Background: an optimization exercise with open tools, aiming at small area, a short achievable clock period and few clock cycles. Do not read the settings as production practice.
The RTL was checked by simulation tests, not by an equivalence proof against the original design.
Power and IR drop assume default switching activity.

--- flow/config.mk ---
export PLATFORM = sky130hd
export DESIGN_NAME = LASER
export DESIGN_NICKNAME = LASER
export VERILOG_FILES = /design/flow/design.v
export SDC_FILE = /design/flow/constraint.sdc
export NUM_CORES = 4
export LEC_CHECK = 0
export ABC_AREA = 1
export CAP_MARGIN = 20
export CORE_MARGIN = 2
export CORE_UTILIZATION = 35
export SETUP_SLACK_MARGIN = 5
export SLEW_MARGIN = 20
--- flow/constraint.sdc ---
create_clock -name core_clock -period 9.0 [get_ports {CLK}]
set_input_delay 1.8000 -clock core_clock [delete_from_list [all_inputs] [get_ports {CLK}]]
set_output_delay 1.8000 -clock core_clock [all_outputs]
set_load 0.01 [all_outputs]
--- flow/design.v ---
`timescale 1ps/1ps
module LASER (
	input CLK,
	input RST,
	input [3:0] X,
	input [3:0] Y,
	output reg [3:0] C1X,
	output reg [3:0] C1Y,
	output reg [3:0] C2X,
	output reg [3:0] C2Y,
	output reg DONE
);
localparam ST_LOAD = 3'd0, ST_ROWS = 3'd1, ST_SREFR = 3'd2, ST_SROWS = 3'd3, ST_REFR = 3'd4;
reg [2:0] State;
reg [3:0] SPX, SPY;            
reg [5:0] CNT;                
reg [3:0] ROW;
reg [6:0] ITER;
reg S;                        
reg [5:0] Max_Cover;
reg [3:0] Max_X, Max_Y;
reg TERM;
reg [159:0] PX, PY;
reg [39:0]  PF;               
wire refresh = (State == ST_REFR) || (State == ST_SREFR);
wire [3:0] FXSEL = (State == ST_SREFR) ? SPX : Max_X;
wire [15:0] FXOH = 16'd1 << FXSEL;        
wire [39:0] M [0:15];
wire [39:0] FT;               
reg  [159:0] CLS;             
wire [3:0] yN;                
wire [159:0] PYN = {PY[155:0], (State == ST_LOAD) ? Y : PY[159:156]};
function TT(input [15:0] t, input integer k);
	TT = (k < 0) ? 1'b0 : (k > 15) ? 1'b1 : t[k];
endfunction
function GE7(input [6:0] a, input [6:0] b);
	reg g, e; integer i;
	begin
		g = 1'b0; e = 1'b1;
		for (i = 6; i >= 0; i = i - 1) begin
			g = g | (e & a[i] & ~b[i]);
			e = e & ~(a[i] ^ b[i]);
		end
		GE7 = g | e;
	end
endfunction
genvar gi, gx;
generate
for (gi = 0; gi < 40; gi = gi + 1) begin : g_pt
	wire [3:0] px = PX[4*gi +: 4];
	wire [3:0] pyn = PYN[4*gi +: 4];
	wire [4:0] d = {1'b0, pyn} - {1'b0, yN};
	always @(posedge CLK)
		CLS[4*gi +: 4] <= {(d == 5'd4) || (d == 5'h1c), (d == 5'd3) || (d == 5'h1d),
		                   (d == 5'd1) || (d == 5'd2) || (d == 5'h1f) || (d == 5'h1e),
		                   (d == 5'd0)};
	wire r4 = CLS[4*gi];
	wire r3 = CLS[4*gi+1];
	wire r2 = CLS[4*gi+2];
	wire r0 = CLS[4*gi+3];
	wire [15:0] t;
	for (gx = 0; gx < 16; gx = gx + 1) begin : g_t
		assign t[gx] = (px <= gx);
	end
	wire [15:0] raw;
	for (gx = 0; gx < 16; gx = gx + 1) begin : g_x
		assign raw[gx] =
			(r4 & TT(t, gx+4) & ~TT(t, gx-5)) | (r3 & TT(t, gx+3) & ~TT(t, gx-4)) |
			(r2 & TT(t, gx+2) & ~TT(t, gx-3)) | (r0 & TT(t, gx) & ~TT(t, gx-1));
		assign M[gx][gi] = PF[gi] | raw[gx];
	end
	assign FT[gi] = |(raw & FXOH);
end
endgenerate
reg [5:0] COVC [0:15];
generate
for (gx = 0; gx < 16; gx = gx + 1) begin : g_pc
	wire [5:0] c;
	LASER_pc40 u_pc (.clk(CLK), .b(M[gx]), .s(c));
	always @(posedge CLK) begin
		COVC[gx] <= c;
	end
end
endgenerate
wire [15:0] k1, k3, k7, k10;
generate
for (gx = 0; gx < 16; gx = gx + 1) begin : g_k
	assign k10[gx] = (COVC[gx] <= 6'd3);
	assign k7[gx]  = (COVC[gx] > 6'd3) && (COVC[gx] <= 6'd10);
	assign k3[gx]  = (COVC[gx] > 6'd10) && (COVC[gx] <= 6'd20);
	assign k1[gx]  = (COVC[gx] > 6'd20);
end
endgenerate
function STEP(input [15:0] k1, input [15:0] k3, input [15:0] k7, input [15:0] k10,
              input integer a, input integer b);
	STEP = (b - a == 1)  ? k1[a]  :
	       (b - a == 3)  ? k3[a]  :
	       (b - a == 7)  ? k7[a]  :
	       (b - a == 10) ? k10[a] : 1'b0;
endfunction
wire [15:0] vis;
wire [7:0] ent;               
wire [15:0] rv [8:15];        
assign vis[0] = 1'b1;
genvar ge, gj;
generate
for (gx = 1; gx < 8; gx = gx + 1) begin : g_lo
	wire [7:0] t;
	for (gj = 0; gj < 8; gj = gj + 1) begin : g_t
		assign t[gj] = (gj < gx) ? (vis[gj] & STEP(k1, k3, k7, k10, gj, gx)) : 1'b0;
	end
	assign vis[gx] = |t;
end
for (ge = 8; ge < 16; ge = ge + 1) begin : g_ent
	wire [7:0] t;
	for (gj = 0; gj < 8; gj = gj + 1) begin : g_t
		assign t[gj] = vis[gj] & STEP(k1, k3, k7, k10, gj, ge);
	end
	assign ent[ge-8] = |t;
	for (gx = 0; gx < 16; gx = gx + 1) begin : g_rv
		if (gx < ge) begin : g_z
			assign rv[ge][gx] = 1'b0;
		end else if (gx == ge) begin : g_o
			assign rv[ge][gx] = 1'b1;
		end else begin : g_r
			wire [15:0] u;
			for (gj = 0; gj < 16; gj = gj + 1) begin : g_u
				assign u[gj] = (gj >= ge && gj < gx) ? (rv[ge][gj] & STEP(k1, k3, k7, k10, gj, gx)) : 1'b0;
			end
			assign rv[ge][gx] = |u;
		end
	end
end
for (gx = 8; gx < 16; gx = gx + 1) begin : g_hi
	wire [7:0] t;
	for (ge = 8; ge < 16; ge = ge + 1) begin : g_t
		assign t[ge-8] = (ge <= gx) ? (ent[ge-8] & rv[ge][gx]) : 1'b0;
	end
	assign vis[gx] = |t;
end
endgenerate
wire [6:0] gv [0:3];          
wire [1:0] gp [0:3];
generate
for (gx = 0; gx < 4; gx = gx + 1) begin : g_grp
	wire [3:0] v = vis[4*gx +: 4];
	wire [5:0] g;             
	assign g[0] = GE7({1'b0, COVC[4*gx+1]}, {1'b0, COVC[4*gx+0]});
	assign g[1] = GE7({1'b0, COVC[4*gx+2]}, {1'b0, COVC[4*gx+0]});
	assign g[2] = GE7({1'b0, COVC[4*gx+3]}, {1'b0, COVC[4*gx+0]});
	assign g[3] = GE7({1'b0, COVC[4*gx+2]}, {1'b0, COVC[4*gx+1]});
	assign g[4] = GE7({1'b0, COVC[4*gx+3]}, {1'b0, COVC[4*gx+1]});
	assign g[5] = GE7({1'b0, COVC[4*gx+3]}, {1'b0, COVC[4*gx+2]});
	wire [3:0] w;
	assign w[0] = v[0] & ~(v[1] & g[0]) & ~(v[2] & g[1]) & ~(v[3] & g[2]);
	assign w[1] = v[1] & (~v[0] | g[0]) & ~(v[2] & g[3]) & ~(v[3] & g[4]);
	assign w[2] = v[2] & (~v[0] | g[1]) & (~v[1] | g[3]) & ~(v[3] & g[5]);
	assign w[3] = v[3] & (~v[0] | g[2]) & (~v[1] | g[4]) & (~v[2] | g[5]);
	assign gv[gx] = {|v, ({6{w[0]}} & COVC[4*gx]) | ({6{w[1]}} & COVC[4*gx+1]) |
	                     ({6{w[2]}} & COVC[4*gx+2]) | ({6{w[3]}} & COVC[4*gx+3])};
	assign gp[gx] = {w[3] | w[2], w[3] | w[1]};
end
endgenerate
reg [6:0] GVD [0:3];
reg [1:0] GPD [0:3];
generate
for (gx = 0; gx < 4; gx = gx + 1) begin : g_gd
	always @(posedge CLK) begin
		GVD[gx] <= gv[gx];
		GPD[gx] <= gp[gx];
	end
end
endgenerate
wire r01 = GE7(GVD[1], GVD[0]);
wire r23 = GE7(GVD[3], GVD[2]);
wire [6:0] v01 = r01 ? GVD[1] : GVD[0];
wire [3:0] p01 = r01 ? {2'd1, GPD[1]} : {2'd0, GPD[0]};
wire [6:0] v23 = r23 ? GVD[3] : GVD[2];
wire [3:0] p23 = r23 ? {2'd3, GPD[3]} : {2'd2, GPD[2]};
wire rr = GE7(v23, v01);
wire [5:0] RMAXE = rr ? v23[5:0] : v01[5:0];
wire [3:0] RPOSE = rr ? p23 : p01;
reg [3:0] YB, YC, YD;
reg VB, VC, VD;
reg SPB, SPC;                 
always @(posedge CLK) begin
	YB <= ROW; YC <= YB; YD <= YC;
end
wire [3:0] ug;
generate
for (gx = 0; gx < 4; gx = gx + 1) begin : g_ug
	assign ug[gx] = GVD[gx][6] & GE7({1'b0, GVD[gx][5:0]}, {1'b0, Max_Cover});
end
endgenerate
wire upd = VD && (|ug);
wire [3:0] nX = upd ? RPOSE : Max_X;
wire [3:0] nY = upd ? YD : Max_Y;
wire nterm = (S ? ({nY, nX} == {C2Y, C2X}) : ({nY, nX} == {C1Y, C1X})) || (&ITER);
wire guess_at = (State == ST_ROWS) && (ROW == 4'd15);
wire last_merge = (State == ST_SROWS) && (CNT == 6'd1);
wire check_at = (State == ST_SROWS) && (CNT == 6'd2);
wire miss = check_at && ({Max_Y, Max_X} != {SPY, SPX});
assign yN = (guess_at | miss) ? Max_Y :
            ((State == ST_ROWS) || (State == ST_SROWS)) ? ROW + 4'd1 : 4'd0;
wire [15:0] full;
generate
for (gx = 0; gx < 16; gx = gx + 1) begin : g_full
	assign full[gx] = (COVC[gx] == 6'd40);
end
endgenerate
wire early = VC & ~SPC & (|full);
reg [3:0] xf;
integer fi;
always @* begin
	xf = 4'd0;
	for (fi = 15; fi >= 0; fi = fi - 1)
		if (full[fi]) xf = fi;
end
wire f00 = (X == 4'd0) ? (Y <= 4'd4) :
           (X <= 4'd2) ? (Y <= 4'd3) :
           (X == 4'd3) ? (Y <= 4'd2) :
           (X == 4'd4) ? (Y == 4'd0) : 1'b0;
always @(posedge CLK) begin
	PX <= {PX[155:0], (State == ST_LOAD) ? X : PX[159:156]};
	PY <= PYN;
	if (State == ST_LOAD)
		PF <= {PF[38:0], f00};
	else if (refresh)
		PF <= {FT[38:0], FT[39]};
	else
		PF <= {PF[38:0], PF[39]};
end
always @(posedge CLK or posedge RST) begin
	if (RST) begin
		State <= ST_LOAD;
		CNT <= 0;
		ROW <= 0;
		ITER <= 0;
		S <= 0;
		Max_Cover <= 0;
		{Max_Y, Max_X} <= 0;
		{SPY, SPX} <= 0;
		{C1X, C1Y, C2X, C2Y} <= 0;
		VB <= 0; VC <= 0; VD <= 0;
		SPB <= 0; SPC <= 0;
		TERM <= 0;
		DONE <= 0;
	end else begin
		VB <= (State == ST_ROWS) || (State == ST_SROWS);
		SPB <= (State == ST_SROWS);
		VC <= VB; VD <= VC;
		SPC <= SPB;
		if (upd) begin
			Max_Cover <= RMAXE;
			{Max_Y, Max_X} <= {YD, RPOSE};
		end
		DONE <= last_merge & nterm;
		TERM <= last_merge & nterm;
		case (State)
		ST_LOAD: begin
			CNT <= CNT + 1;
			if (CNT == 6'd39) begin
				CNT <= 0;
				State <= ST_ROWS;
				ROW <= 0;
			end
		end
		ST_ROWS: begin
			ROW <= ROW + 1;
			if (ROW == 4'd15) begin
				State <= ST_SREFR;
				{SPY, SPX} <= {Max_Y, Max_X};
			end
		end
		ST_SREFR: begin
			CNT <= 0;
			ROW <= 0;
			State <= ST_SROWS;
		end
		ST_SROWS: begin
			ROW <= ROW + 1;
			CNT <= CNT + 1;
			if (last_merge && nterm) begin
				State <= ST_REFR;
				VB <= 0; VC <= 0; VD <= 0;
			end else if (check_at) begin
				if (miss) begin
					State <= ST_REFR;
					VB <= 0; VC <= 0; VD <= 0;
				end else begin
					if (S) {C2Y, C2X} <= {Max_Y, Max_X};
					else   {C1Y, C1X} <= {Max_Y, Max_X};
					S <= ~S;
					ITER <= ITER + 1;
					State <= ST_ROWS;
				end
			end
		end
		ST_REFR: begin
			CNT <= 0;
			ROW <= 0;
			if (TERM) begin
				State <= ST_LOAD;
				ITER <= 0;
				S <= 0;
				Max_Cover <= 0;
				{Max_Y, Max_X} <= 0;
				{C1X, C1Y, C2X, C2Y} <= 0;
			end else begin
				if (S) {C2Y, C2X} <= {Max_Y, Max_X};
				else   {C1Y, C1X} <= {Max_Y, Max_X};
				S <= ~S;
				ITER <= ITER + 1;
				State <= ST_ROWS;
			end
		end
		default: State <= ST_LOAD;
		endcase
		if (early) begin
			if (S) {C2Y, C2X} <= {YC, xf};
			else   {C1Y, C1X} <= {YC, xf};
			State <= ST_REFR;
			TERM <= 1'b1;
			DONE <= 1'b1;
			VB <= 0; VC <= 0; VD <= 0;
		end
	end
end
endmodule
module LASER_pc40 (input clk, input [39:0] b, output [5:0] s);
  wire t1, t2, t3, t4, t5, t6, t7, t8, t9, t10, t11, t12, t13, t14, t15, t16, t17, t18, t19, t20, t21, t22, t23, t24, t25, t26, t27, t28, t29, t30, t31, t32, t33, t34, t35, t36, t37, t38, t39, t40, t41, t42, t43, t44, t45, t46, t47, t48, t49, t50, t51, t52, t53, t54, t55, t56, t57, t58, t59, t60, t61, t62, t63, t64, t65, t66;
  reg q0, q1, q2, q3, q4, q5, q6, q7, q8, q9, q10, q11, q12, q13, q14, q15, q16, q17, q18;
  assign t1 = b[0] ^ b[1] ^ b[2];
  assign t2 = (b[0] & b[1]) | (b[0] & b[2]) | (b[1] & b[2]);
  assign t3 = b[3] ^ b[4] ^ b[5];
  assign t4 = (b[3] & b[4]) | (b[3] & b[5]) | (b[4] & b[5]);
  assign t5 = b[6] ^ b[7] ^ b[8];
  assign t6 = (b[6] & b[7]) | (b[6] & b[8]) | (b[7] & b[8]);
  assign t7 = b[9] ^ b[10] ^ b[11];
  assign t8 = (b[9] & b[10]) | (b[9] & b[11]) | (b[10] & b[11]);
  assign t9 = b[12] ^ b[13] ^ b[14];
  assign t10 = (b[12] & b[13]) | (b[12] & b[14]) | (b[13] & b[14]);
  assign t11 = b[15] ^ b[16] ^ b[17];
  assign t12 = (b[15] & b[16]) | (b[15] & b[17]) | (b[16] & b[17]);
  assign t13 = b[18] ^ b[19] ^ b[20];
  assign t14 = (b[18] & b[19]) | (b[18] & b[20]) | (b[19] & b[20]);
  assign t15 = b[21] ^ b[22] ^ b[23];
  assign t16 = (b[21] & b[22]) | (b[21] & b[23]) | (b[22] & b[23]);
  assign t17 = b[24] ^ b[25] ^ b[26];
  assign t18 = (b[24] & b[25]) | (b[24] & b[26]) | (b[25] & b[26]);
  assign t19 = b[27] ^ b[28] ^ b[29];
  assign t20 = (b[27] & b[28]) | (b[27] & b[29]) | (b[28] & b[29]);
  assign t21 = b[30] ^ b[31] ^ b[32];
  assign t22 = (b[30] & b[31]) | (b[30] & b[32]) | (b[31] & b[32]);
  assign t23 = b[33] ^ b[34] ^ b[35];
  assign t24 = (b[33] & b[34]) | (b[33] & b[35]) | (b[34] & b[35]);
  assign t25 = b[36] ^ b[37] ^ b[38];
  assign t26 = (b[36] & b[37]) | (b[36] & b[38]) | (b[37] & b[38]);
  assign t27 = t1 ^ t3 ^ t5;
  assign t28 = (t1 & t3) | (t1 & t5) | (t3 & t5);
  assign t29 = t7 ^ t9 ^ t11;
  assign t30 = (t7 & t9) | (t7 & t11) | (t9 & t11);
  assign t31 = t13 ^ t15 ^ t17;
  assign t32 = (t13 & t15) | (t13 & t17) | (t15 & t17);
  assign t33 = t19 ^ t21 ^ t23;
  assign t34 = (t19 & t21) | (t19 & t23) | (t21 & t23);
  assign t35 = t2 ^ t4 ^ t6;
  assign t36 = (t2 & t4) | (t2 & t6) | (t4 & t6);
  assign t37 = t8 ^ t10 ^ t12;
  assign t38 = (t8 & t10) | (t8 & t12) | (t10 & t12);
  assign t39 = t14 ^ t16 ^ t18;
  assign t40 = (t14 & t16) | (t14 & t18) | (t16 & t18);
  assign t41 = t20 ^ t22 ^ t24;
  assign t42 = (t20 & t22) | (t20 & t24) | (t22 & t24);
  assign t43 = q0 ^ q1 ^ q2;
  assign t44 = (q0 & q1) | (q0 & q2) | (q1 & q2);
  assign t45 = q3 ^ q4 ^ q5;
  assign t46 = (q3 & q4) | (q3 & q5) | (q4 & q5);
  assign t47 = q6 ^ q7 ^ q8;
  assign t48 = (q6 & q7) | (q6 & q8) | (q7 & q8);
  assign t49 = q9 ^ q10 ^ q11;
  assign t50 = (q9 & q10) | (q9 & q11) | (q10 & q11);
  assign t51 = q12 ^ q13 ^ q14;
  assign t52 = (q12 & q13) | (q12 & q14) | (q13 & q14);
  assign t53 = q15 ^ q16 ^ q17;
  assign t54 = (q15 & q16) | (q15 & q17) | (q16 & q17);
  assign t55 = t44 ^ t46 ^ t47;
  assign t56 = (t44 & t46) | (t44 & t47) | (t46 & t47);
  assign t57 = t48 ^ t50 ^ t52;
  assign t58 = (t48 & t50) | (t48 & t52) | (t50 & t52);
  assign t59 = t55 ^ t49 ^ t51;
  assign t60 = (t55 & t49) | (t55 & t51) | (t49 & t51);
  assign t61 = t56 ^ t57 ^ t53;
  assign t62 = (t56 & t57) | (t56 & t53) | (t57 & t53);
  assign t63 = t60 ^ t61 ^ q18;
  assign t64 = (t60 & t61) | (t60 & q18) | (t61 & q18);
  assign t65 = t62 ^ t58 ^ t54;
  assign t66 = (t62 & t58) | (t62 & t54) | (t58 & t54);
  always @(posedge clk) begin
    q0 <= t27;
    q1 <= t29;
    q2 <= t31;
    q3 <= t33;
    q4 <= t25;
    q5 <= b[39];
    q6 <= t28;
    q7 <= t30;
    q8 <= t32;
    q9 <= t34;
    q10 <= t35;
    q11 <= t37;
    q12 <= t39;
    q13 <= t41;
    q14 <= t26;
    q15 <= t36;
    q16 <= t38;
    q17 <= t40;
    q18 <= t42;
  end
  assign s = {1'b0, t66, t64, t63, t59, t43} + {1'b0, 1'b0, t65, 1'b0, 1'b0, t45};
endmodule
--- flow/run.sh ---
#!/bin/bash
# synth_recipe.tcl (not shown) runs the flow's synth.tcl, then flattens the netlist and writes it again
# the make line also repeats each setting of config.mk as NAME=value (left out here)
make -C /OpenROAD-flow-scripts/flow DESIGN_CONFIG=/design/flow/config.mk WORK_HOME=/design/flow/orfs CLKGATE_MAP_FILE= SYNTH_SCRIPT=/design/flow/synth_recipe.tcl finish
==> results of run 1 <==
-- cells by family after synthesis --
logic type               after synthesis  synth area share, %
AO/OA/AOI/OAI                       2015                 17.1
XOR/XNOR                             137                 1.51
AND/OR/NAND/NOR                     4702                 25.7
flip-flops                          1032                 26.5
adder cells (fa/ha/maj)              811                 18.2
buffers and inverters               2314                 11.0
other                                  1              0.00473
-- cells in the final DEF (no fill, tap or decap), types with 40 or more instances in the layout --
cell type  count
buf_4         70
o2111ai_1     62
o221ai_1      49
a221oi_1      94
nor4_1       136
xnor2_1       47
clkinv_1      62
fa_1         567
a21oi_1      286
nand4_1       98
dfxtp_1      963
o22ai_1      444
nand3_1      684
xor2_1        90
a211oi_1      80
a22oi_1       43
dfrtp_1       59
a21o_1        40
o21ai_0      338
ha_1         243
nand2_1     1788
nor2_1      1167
a31oi_1       87
o311ai_0      46
inv_1       1934
clkbuf_16    137
a311oi_1     116
nor3_1       708
-- what timing repair did --
action	4_1_cts	5_1_grt
pin swaps	9	14
endpoints found under the setup margin	235	266
gates cloned	4	5
resized for setup	32	91
buffers inserted	12	18
-- how the worst max path moves through the flow --
stage | slack, ns | cells after the start | to
6_report | 5.00 | 17 | PF[20]
5_1_grt | 4.88 | 20 | PF[0]
4_1_cts | 4.97 | 17 | PF[12]
3_5_place_dp | 3.80 | 21 | CLS[86]
3_3_place_gp | 3.80 | 21 | CLS[90]
2_1_floorplan | 4.57 | 19 | CLS[102]
-- area by class of cell --
cell class | instances | area, um^2
antenna | 9 | 22.5
multi-input combinational | 7668 | 49900
clock inverter | 79 | 1330
fill | 22861 | 136000
clock buffer | 167 | 3670
timing repair inverter | 1 | 8.76
inverter | 2024 | 7630
tap | 2992 | 3740
sequential | 1032 | 21000
timing repair buffer | 121 | 1230
-- metal layers --
layer  GRT usage [%]  vias up
met2            46.1     6137
met5               0        -
met1            40.5    39960
met3            7.73     1278
li1                -    37065
met4            16.9       18
-- sequential cells by signal (all words and copies together), names as in the netlist, 27 cells and up --
signal,flops
PX,160
GVD,27
PF,40
PY,160
CLS,160
COVC,96
-- cell usage after synthesis (9+ instances only) --
library cell and number:
inv_1 1946, a22oi_1 43, a221oi_1 94, dfxtp_1 967, o31ai_1 37, o211ai_1 32, o32ai_1 38, buf_1 29
nand3_1 685, nand4_1 98, o311ai_0 50, xor2_1 90, nor3_1 708, a31o_2 19, a21oi_1 308, ha_1 243
nand2_2 11, xnor2_1 47, dfrtp_1 65, nand2_1 1798, a311oi_1 117, nand3b_1 19, o221ai_1 49, o21bai_1 9
clkinv_1 63, or2_2 27, clkbuf_1 250, a31oi_1 87, o21a_1 19, a32oi_1 32, o2111ai_1 62, a22o_1 13
a21boi_0 9, nor4_1 141, nor2_1 1179, fa_1 568, o22ai_1 444, a2111oi_0 55, o21ai_1 12, a211oi_1 80
a21o_1 40, o21ai_0 345, inv_2 15
-- power groups by stage --
stage               registers, mW  logic, mW  clock network [mW]
CTS                          7.34       18.5                6.12
global route                 7.48       20.7                6.31
global placement             7.47       18.1                   0
detailed placement           7.42       18.2                   0
floorplan                    6.49       11.2                   0
finish                       7.42       19.2                6.05
-- critical path, stage by stage, from the launching register on --
cell	delay, ns
dfrtp_1	0.39
inv_1	0.15
nand2_1	0.10
nor2_2	0.23
inv_1	0.23
o21ai_2	0.37
inv_1	0.11
nand2_1	0.10
nor2_1	0.05
inv_1	0.08
nor2_2	0.05
buf_4	0.26
clkinv_4	0.29
buf_4	0.49
o22ai_1	0.17
or4_1	0.43
nor4_1	0.23
a21oi_1	0.07
-- per-stage QoR --
| step | worst slack, ns | power [mW] |
|---|---|---|
| after floorplan | 4.57 | 17.7 |
| after global placement | 3.80 | 25.6 |
| after detailed placement | 3.80 | 25.6 |
| after CTS | 4.97 | 31.9 |
| after global routing | 4.88 | 34.5 |
| final | 5.00 | 32.7 |
==> run_results.csv, run 1 <==
group,metric,value,unit
synthesis,synth_area_leaders,"dfxtp_1 24%, fa_1 14%, inv_1 9.2%",
route,wl_met2,155,mm
pwr,p_leak,40.6,nW
flow_run,max_cap_viol_count,0,
global_routing,grt_pass1_wl,533,mm
sta,post-route-min-period,4.00,ns
sta,rsz0062_at_grt,"yes",
final_layout,area_growth,11.8,%
synthesis,syn_area_per_cell,7.20,um^2
sta,timing.fmax,250,MHz
route,met3WireLength,42.4,mm
sta,slew_violations,0,
final_layout,stdcell_area,88600,um^2
synthesis,synth_area,79200,um^2
placement,dp_hpwl,283,mm
worst_setup_path,path_max_fanout,15,
cts,clock_sinks,1032,
sta,hold_viol,0,
sta,finalSetupViolCount,0,
synthesis,synth_warnings,8,
pwr,vdd_drop_max,212,uV
die,fp.dieW,480,um
final_layout,final_layout_size_suffix_gt1_share,4.73,%
worst_setup_path,cp-start-kind,"register",
cts,cts_buffers,135,
worst_hold_path,hp-start,"YB[0]",
sta,final.setup.tns,0,ns
placement,gp_congestion,1.03,
global_routing,antenna_found_initial,25,
final_layout,final_util,39.4,%
cts,root_buffer,"clkbuf_16",
route,vias,84458,
die,dieArea,230000,um^2
final_layout,nets,11804,
synthesis,synth_top_area_cell,"dfxtp_1",
die,rows,174,
synthesis,synth_cells,11012,
die,dieHeight,480,um
die,boundaryPins,27,
worst_setup_path,startpoint,"State[2]",
worst_setup_path,worst-setup-path-type,"register to register",
synthesis,async_reset_ff_share,6.30,%
cts,cts_tree,"done",
synthesis,seq_area_frac_synth,26.5,%
route,ant_nets,0,
sta,whs,0.322,ns
pwr,p_per_area,369,nW/um^2
pwr,seqPwrFrac,22.7,%
pwr,p_int,15.9,mW
sta,fin_crit_sh,44.4,%
sta,skew,0.0468,ns
route,viasPerCell,5.99,
worst_hold_path,whs_endpoint,"YC[0]",
worst_setup_path,end_kind,"register",
route,drt_iter0_markers,13690,
sta,slew_headroom,18.6,%
route,wl_met1,147,mm
worst_setup_path,cp.arrival,4.69,ns
global_routing,grt_max_degree,66,
worst_setup_path,reg2reg_from,"State[2]",
worst_setup_path,timing.rr.end,"PF[20]",
worst_setup_path,r2r_slack,5.00,ns
cts,clkTransAtPathRegs,0.07,ns
route,maxUsedRoutingLayer,"met5",
placement,portBuffers,26,
pwr,combPwrFrac,58.8,%
worst_hold_path,min_path_type,"register to register",
route,drcViolationCount,0,
die,initial_core_util,35.2,%
placement,placed_cells,13798,
synthesis,synth.net_count,11833,
worst_setup_path,rr_worst_depth,17,
pwr,swShare,51.2,%
synthesis,synth_edf_count,0,
worst_hold_path,hold_path_depth,0,
cts,cts_max_level,4,
sta,tightest_slew,1.22,ns
synthesis,yosys_most_used_dff,"dfxtp_1",
die,coreArea,225000,um^2
global_routing,overflow,0,
pwr,clkPwrFrac,18.5,%
synthesis,synth.distinct_cells,69,
placement,dpl_cell_area,82700,um^2
pwr,net-switching-power,16.8,mW
route,routedWlPerCell,26.1,um
cts,clock_path_buffers,3,
global_routing,grt_pass1_vias,79356,
synthesis,synth_seq_cells,1032,
worst_setup_path,worstPathRequired,9.70,ns
run_status,status,"no timing/DRC/antenna violations",
global_routing,grt_util_all_layers,30.8,%
route,dr.pass1.iters,10,
cts,worstSkewPairLatency,0.83,ns
synthesis,post-synth-top-area-fraction,24.4,%
route,totalWireLength,368,mm
cts,cts_hold_buffers,0,
final_layout,finalNonFillerCells,14093,
Testbench counts, summed over its fixed seeds: cycles 19,488.
==> run 2, diff against run 1 <==
--- a/flow/config.mk
+++ b/flow/config.mk
@@ -9,5 +9,6 @@
 export CAP_MARGIN = 20
 export CORE_MARGIN = 2
 export CORE_UTILIZATION = 35
+export CTS_BUF_LIST = sky130_fd_sc_hd__clkbuf_8
 export SETUP_SLACK_MARGIN = 5
 export SLEW_MARGIN = 20
==> run 2 against run 1 <==
  * Total power fell by 2.7%
  * Largest power group unchanged
  * First-iteration DRC count rose by 0.26%
  * Critical endpoint is now g_pc[5].u_pc.q8
  * Routed wire length rose by 0.58%
==> run_results.csv, run 2 <==
group,metric,value,unit
die,rows,174,
synthesis,synth_compound_area_share,17.1,%
sta,rsz0062_at_grt,"yes",
final_layout,layout_commonest_cell,"inv_1",
worst_setup_path,cp.arrival,4.89,ns
synthesis,synth_seq_cells,1032,
cts,cts_max_level,4,
pwr,vdd_drop_max,209,uV
sta,fin_crit_sh,44.8,%
synthesis,synth_edf_count,0,
run_status,status,"no timing/DRC/antenna violations",
synthesis,yosysMostFrequentCell,"inv_1",
cts,root_buffer,"clkbuf_8",
sta,whs,0.324,ns
synthesis,post-synth-top-area-fraction,24.4,%
global_routing,grt_max_degree,66,
sta,post-route-min-period,4.04,ns
final_layout,final_layout_size_suffix_gt1_share,5.55,%
route,totalWireLength,371,mm
cts,clock_path_buffers,3,
worst_setup_path,path_max_fanout,13,
global_routing,grt_pass1_wl,533,mm
synthesis,synthAdderAreaFrac,18.2,%
sta,slew_headroom,22.0,%
die,coreArea,225000,um^2
route,drt_iter0_markers,13726,
synthesis,synth_area,79200,um^2
final_layout,reg.largest.list,"CLS (160), PX (160), PY (160)",
synthesis,synth-simple-area-share,25.7,%
synthesis,yosys_most_used_dff,"dfxtp_1",
die,dieHeight,480,um
placement,portBuffers,26,
synthesis,synthXorXnorAreaFrac,1.51,%
worst_setup_path,slowest_stage,"a2111oi_1",
die,initial_core_util,35.2,%
synthesis,synth_cells,11012,
sta,skew,0.0594,ns
worst_hold_path,min_path_type,"register to register",
worst_hold_path,whs_endpoint,"YC[0]",
route,dr.pass1.iters,9,
synthesis,syn_area_per_cell,7.20,um^2
flow_run,max_cap_viol_count,0,
synthesis,synth_area_leaders,"dfxtp_1 24%, fa_1 14%, inv_1 9.2%",
worst_setup_path,worst-setup-path-type,"register to register",
worst_setup_path,rr_worst_depth,9,
sta,slew_violations,0,
cts,clkTransAtPathRegs,0.06,ns
synthesis,synth.distinct_cells,69,
synthesis,ys_top_cells_by_count,"1946 x inv_1, 1798 x nand2_1, 1179 x nor2_1",
worst_setup_path,end_kind,"register",
final_layout,final_cell_mix,"1971 x inv_1, 1788 x nand2_1, 1166 x nor2_1",
die,fp.dieW,480,um
worst_setup_path,r2r_slack,4.96,ns
route,routedWlPerCell,26.1,um
worst_setup_path,cp-start-kind,"register",
global_routing,grt_pass1_vias,79720,
route,vias,84743,
pwr,p_per_area,361,nW/um^2
synthesis,synth_mux_area_share,0,%
final_layout,nets,11863,
die,dieArea,230000,um^2
worst_setup_path,path_buf_inv,2,
route,ant_nets,0,
worst_setup_path,path_delay_family,"compound AO/OA/AOI/OAI gates",
sta,finalSetupViolCount,0,
placement,placed_cells,13798,
synthesis,synth_warnings,8,
cts,clock_sinks,1032,
placement,dp_hpwl,283,mm
worst_setup_path,slowest_delay,0.89,ns
cts,cts_hold_buffers,0,
cts,cts_buffers,192,
die,boundaryPins,27,
worst_hold_path,hold_path_depth,0,
placement,gp_congestion,1.03,
cts,cts_tree,"done",
cts,worstSkewPairLatency,1.04,ns
synthesis,synth_top_area_cell,"dfxtp_1",
global_routing,overflow,0,
sta,timing.fmax,248,MHz
worst_setup_path,reg2reg_from,"PX[75]",
route,viasPerCell,5.96,
final_layout,finalNonFillerCells,14209,
final_layout,area_growth,11.1,%
synthesis,synth_top_family_by_area,"simple AND/OR/NAND/NOR gates",
worst_setup_path,worstPathRequired,9.86,ns
pwr,total_power,31.8,mW
sta,hold_viol,0,
sta,final.setup.tns,0,ns
sta,tightest_slew,1.17,ns
pwr,p_leak,40.6,nW
route,drcViolationCount,0,
synthesis,synth.net_count,11833,
synthesis,async_reset_ff_share,6.30,%
global_routing,antenna_found_initial,31,
synthesis,seq_area_frac_synth,26.5,%
worst_setup_path,crit_chain,"inv_1 -> a21oi_1 -> nor2_1 -> inv_1 -> nor3_1 -> a2111oi_1 -> nand2_1 -> fa_1 -> fa_1",
worst_setup_path,timing.rr.end,"g_pc[5].u_pc.q8",
worst_hold_path,hp-start,"YB[0]",
global_routing,grt_util_all_layers,30.8,%
==> run 2: layer usage <==
| layer | wire length (um) | track usage, % | part of all wire, % | up-vias |
|---|---|---|---|---|
| li1 | - | - | - | 37236 |
| met1 | 147000 | 40.2 | 40 | 39879 |
| met2 | 155000 | 45.8 | 42 | 6296 |
| met3 | 42800 | 8.24 | 12 | 1324 |
| met4 | 25900 | 17.5 | 7.0 | 8 |
| met5 | 68 | 0 | 0.018 | - |
==> run 2: logic make-up (layout without fill, tap and decap cells) <==
group | after synthesis | in the layout
and+or+nand+nor | 4702 | 4705
buffers and inverters | 2314 | 2498
AOI/OAI and AO/OA | 2015 | 2015
DFF | 1032 | 1032
adders and majority gates | 811 | 811
xor gates and xnor gates | 137 | 137
other | 1 | 19
==> run 2: metrics by stage <==
| step | utilization, % | worst slack [ns] | instance area, um^2 |
|---|---|---|---|
| 5_1_grt | 39.1 | 4.94 | 88000 |
| 2_1_floorplan | - | 4.57 | 79300 |
| 3_5_place_dp | 36.8 | 3.80 | 82700 |
| 4_1_cts | 38.8 | 5.01 | 87300 |
| 6_report | 39.1 | 4.96 | 88000 |
| 3_3_place_gp | 36.8 | 3.80 | 82700 |
==> run 2: what timing repair did <==
item	in CTS	in global routing
cloned	4	7
setup endpoints to repair	236	245
resized for setup	38	102
setup buffers	8	23
pin swaps	8	12
==> run 2: worst reg2reg max path, delay by kind of cell, from the launching register on <==
family	cells	cell delay (ns)
AO/OA/AOI/OAI	2	1.29
adder cells (fa/ha/maj)	2	1.18
flip-flops	1	0.60
AND/OR/NAND/NOR	3	0.51
buffers and inverters	2	0.31
==> run 2: worst max path at each step <==
stage / from / endpoint / slack (ns) / cells after the start
2_1_floorplan: CNT[0] / CLS[102] / 4.57 / 19
3_3_place_gp: State[2] / CLS[90] / 3.80 / 21
3_5_place_dp: State[2] / CLS[86] / 3.80 / 21
4_1_cts: PX[3] / g_pc[5].u_pc.q6 / 5.01 / 9
5_1_grt: Max_X[3] / CLS[73] / 4.94 / 21
6_report: PX[75] / g_pc[5].u_pc.q8 / 4.96 / 9
==> run 2: layout make-up <==
type	count	area, um^2
multi-input cells	7669	50000
clock buffers	232	3190
inverters	2024	7630
repair inverters	1	8.76
repair buffers	122	1320
well taps	2992	3740
clock inverters	119	1050
diodes	18	45.0
fillers	23019	137000
flip-flops and latches	1032	21000
==> run 2: where the power goes <==
| group | total (mW) | leakage, nW | internal [mW] | switching [mW] |
|---|---|---|---|---|
| sequential | 7.42 | 8.87 | 5.84 | 1.57 |
| clock | 5.11 | 2.31 | 2.78 | 2.33 |
| combinational | 19.3 | 29.4 | 6.47 | 12.8 |
| total | 31.8 | 40.6 | 15.1 | 16.7 |
==> run 3, diff against run 2 <==
--- a/flow/design.v
+++ b/flow/design.v
@@ -24,7 +24,6 @@
 reg [39:0]  PF;               
 wire refresh = (State == ST_REFR) || (State == ST_SREFR);
 wire [3:0] FXSEL = (State == ST_SREFR) ? SPX : Max_X;
-wire [15:0] FXOH = 16'd1 << FXSEL;        
 wire [39:0] M [0:15];
 wire [39:0] FT;               
 reg  [159:0] CLS;             
@@ -69,7 +68,7 @@
 			(r2 & TT(t, gx+2) & ~TT(t, gx-3)) | (r0 & TT(t, gx) & ~TT(t, gx-1));
 		assign M[gx][gi] = PF[gi] | raw[gx];
 	end
-	assign FT[gi] = |(raw & FXOH);
+	assign FT[gi] = raw[FXSEL];
 end
 endgenerate
 reg [5:0] COVC [0:15];
==> run 3 against run 2 <==
  * Sequential share of layout area down 0.46 points
  * Synthesized cell count increased by 4.4%
  * Register-to-register slack gained 0.15 ns
  * Critical path depth fell by 8
  * Clock power is essentially flat
  * Clock skew rose by 0.0087 ns
  * Combinational power increased by 3%
  * Critical path type is now register to primary output
  * Largest power group unchanged
  * Highest routed layer unchanged
==> run_results.csv, run 3 <==
group,metric,value,unit
run_status,status,"no timing/DRC/antenna violations",
cts,cts_hold_buffers,0,
cts,root_buffer,"clkbuf_8",
worst_setup_path,path_delay_family,"buffers and inverters",
synthesis,yosysMostFrequentCell,"nand2_1",
worst_setup_path,crit_chain,"clkdlybuf4s50_1",
synthesis,synth_top_area_cell,"dfxtp_1",
cts,clock_path_buffers,3,
sta,tightest_slew,1.16,ns
die,dieArea,237000,um^2
worst_setup_path,rr_worst_depth,9,
worst_setup_path,reg2reg_from,"PX[51]",
route,drt_iter0_markers,11877,
synthesis,synth_warnings,8,
final_layout,final_cell_mix,"1928 x inv_1, 1902 x nand2_1, 1268 x nor2_1",
pwr,p_leak,42.3,nW
synthesis,synth_area,81400,um^2
sta,timing.fmax,257,MHz
worst_setup_path,crit_cells,1,
worst_setup_path,startpoint,"C1Y[1]",
final_layout,finalNonFillerCells,14631,
pwr,total_power,32.2,mW
global_routing,grt_max_degree,170,
sta,fin_crit_sh,43.3,%
worst_setup_path,cp-endpoint,"C1Y[1]",
sta,skew,0.0681,ns
route,dr.pass1.iters,9,
route,viasPerCell,5.74,
sta,post-route-min-period,3.90,ns
synthesis,synth_area_leaders,"dfxtp_1 24%, fa_1 14%, nand2_1 8.8%",
worst_setup_path,cp-start-kind,"register",
placement,placed_cells,14231,
placement,dp_hpwl,249,mm
worst_setup_path,slowest_delay,0.60,ns
pwr,vdd_drop_max,249,uV
global_routing,grt_pass1_wl,484,mm
sta,slew_violations,0,
route,ant_nets,0,
synthesis,yosys_most_used_dff,"dfxtp_1",
die,coreArea,232000,um^2
synthesis,syn_area_per_cell,7.08,um^2
worst_setup_path,path_max_fanout,5,
synthesis,synth.net_count,12317,
synthesis,synth_edf_count,0,
synthesis,synth_cells,11496,
worst_setup_path,cp.arrival,2.10,ns
die,boundaryPins,27,
global_routing,antenna_found_initial,20,
worst_setup_path,timing.rr.end,"g_pc[8].u_pc.q1",
synthesis,synth.distinct_cells,74,
placement,gp_congestion,1.02,
cts,clock_sinks,1032,
worst_setup_path,worstPathRequired,7.20,ns
route,routedWlPerCell,22.3,um
die,initial_core_util,35.1,%
cts,clkTransAtPathRegs,0.06,ns
worst_setup_path,slowest_stage,"clkdlybuf4s50_1",
route,totalWireLength,326,mm
placement,dpl_cell_area,84500,um^2
sta,final.setup.tns,0,ns
worst_setup_path,path_buf_inv,1,
final_layout,nets,12245,
die,rows,177,
worst_hold_path,min_path_type,"register to register",
final_layout,stdcell_area,89700,um^2
synthesis,ys_top_cells_by_count,"1906 x nand2_1, 1903 x inv_1, 1277 x nor2_1",
synthesis,post-synth-top-area-fraction,23.8,%
global_routing,overflow,0,
die,fp.dieW,486,um
global_routing,grt_pass1_vias,77030,
route,vias,84019,
route,drcViolationCount,0,
synthesis,synth_seq_cells,1032,
worst_setup_path,worst-setup-path-type,"register to primary output",
worst_setup_path,r2r_slack,5.11,ns
final_layout,final_util,38.7,%
final_layout,area_growth,10.2,%
placement,portBuffers,26,
global_routing,grt_util_all_layers,26.4,%
pwr,p_per_area,359,nW/um^2
cts,cts_max_level,4,
die,dieHeight,486,um
synthesis,async_reset_ff_share,6.30,%
sta,hold_viol,0,
worst_hold_path,hp-start,"YB[0]",
cts,cts_tree,"done",
final_layout,final_layout_size_suffix_gt1_share,4.86,%
final_layout,layout_commonest_cell,"inv_1",
synthesis,seq_area_frac_synth,25.8,%
final_layout,reg.largest.list,"CLS (160), PX (160), PY (160)",
cts,worstSkewPairLatency,1.02,ns
cts,cts_buffers,192,
sta,rsz0062_at_grt,"no",
flow_run,max_cap_viol_count,0,
sta,finalSetupViolCount,0,
worst_setup_path,end_kind,"primary output",
sta,slew_headroom,22.1,%
run 3: cell count changes after synthesis, moves of 82 or more:
cell      delta
o21ai_0    +174
clkbuf_1    +82
o22ai_1    -150
nand2_1    +108
nor2_1      +98
nor3_1     +147
run 3: report_power, final:
| group | total (mW) | switching, mW | internal, mW | leakage (nW) |
|---|---|---|---|---|
| combinational | 19.8 | 12.9 | 6.91 | 31.1 |
| sequential | 7.32 | 1.47 | 5.85 | 8.87 |
| clock | 5.09 | 2.26 | 2.82 | 2.34 |
run 3: per-stage QoR:
step	hold WS (ns)	worst slack, ns
2_1_floorplan	0.310	4.65
3_3_place_gp	0.312	3.96
3_5_place_dp	0.312	3.87
4_1_cts	0.328	5.01
5_1_grt	0.331	5.01
6_report	0.328	5.10
run 3: worst register-to-register path, delay by kind of cell (launching register included):
kind,cells,cell delay (ns)
compound gates,3,0.86
simple gates,2,0.44
fa+ha+maj,2,1.34
buf+inv,2,0.46
flops,1,0.62
run 3: layout make-up:
cell class | instances | area, um^2
inverters | 1981 | 7470
multi-input cells | 8107 | 51800
diodes | 5 | 12.5
fillers | 24018 | 142000
repair buffers | 110 | 1340
clock buffers | 249 | 3430
flip-flops and latches | 1032 | 21000
clock inverters | 104 | 881
well taps | 3043 | 3810
run 3: what timing repair did:
action | in CTS | in global routing
resized for setup | 36 | 49
endpoints found under the setup margin | 216 | 219
setup buffers | 2 | 32
gates cloned | 1 | 7
pin swaps | 2 | 4
run 3: worst min path at each step:
stage / to / cells past startpoint / slack (ns)
6_report: YC[0] / 0 / 0.33
5_1_grt: YC[0] / 0 / 0.33
4_1_cts: YC[0] / 0 / 0.33
3_5_place_dp: YC[0] / 0 / 0.31
3_3_place_gp: YC[2] / 0 / 0.31
2_1_floorplan: YC[0] / 0 / 0.31
run 3: cell families (layout without fill, tap and decap cells):
| family | Yosys count | count (layout) | synth area share (%) |
|---|---|---|---|
| flops | 1032 | 1032 | 25.8 |
| other cells | 1 | 6 | 0.00461 |
| buf+inv | 2358 | 2444 | 10.9 |
| compound gates | 2148 | 2148 | 17.5 |
| xor+xnor | 136 | 136 | 1.46 |
| fa+ha+maj | 811 | 811 | 17.7 |
| simple gates | 5007 | 5008 | 26.6 |
| mux | 3 | 3 | 0.0369 |
run 3: per-layer routing:
layer  global-route usage, %  vias up  part of all wire, %
met5                       0        -                0.015
met4                    13.4        8                  6.2
met3                    4.94      873                   10
met2                    40.0     5442                   42
met1                    35.8    39086                   41
li1                        -    38610                    -
Testbench counts of run 3, summed over its fixed seeds: cycles 19,488.

what the ideal ports hide:
Ports are ideal in the flow. The routed layouts listed here were re-timed in OpenROAD. Step 1 (the two cells are an assumption about what drives the block):
set clk [get_ports {CLK}]
set_driving_cell -lib_cell sky130_fd_sc_hd__clkbuf_16 $clk
set_driving_cell -lib_cell sky130_fd_sc_hd__buf_2 [delete_from_list [all_inputs] $clk]
Step 2 adds t to the input delays and takes it off the output delays; t is the mean of the earliest and latest rising clock arrival at the registers after step 1. Input paths then give back, and output paths get back, about the clock's delay inside the block. a / b / c = ideal / step 1 / step 2; a / b = the first two.
run | t (ns) | setup WS [ns] | worst hold slack (ns) | latest minus earliest clock arrival (ns) | worst data-port slew with drivers (ns)
run 1 | 0.913 | 5.003 / 5.003 / 4.637 | 0.322 / 0.322 / 0.322 | 0.047 / 0.047 | 0.11
run 2 | 1.085 | 4.965 / 4.965 / 4.672 | 0.324 / 0.324 / 0.324 | 0.075 / 0.076 | 0.11
run 3 | 1.078 | 5.102 / 5.005 / 4.213 | 0.328 / 0.328 / 0.328 | 0.081 / 0.081 | 0.05
After both steps setup and hold are still met in every run listed. For run 3, which loses most, drivers alone change the setup slack by -0.097 ns; drivers and shift together by -0.889 ns.
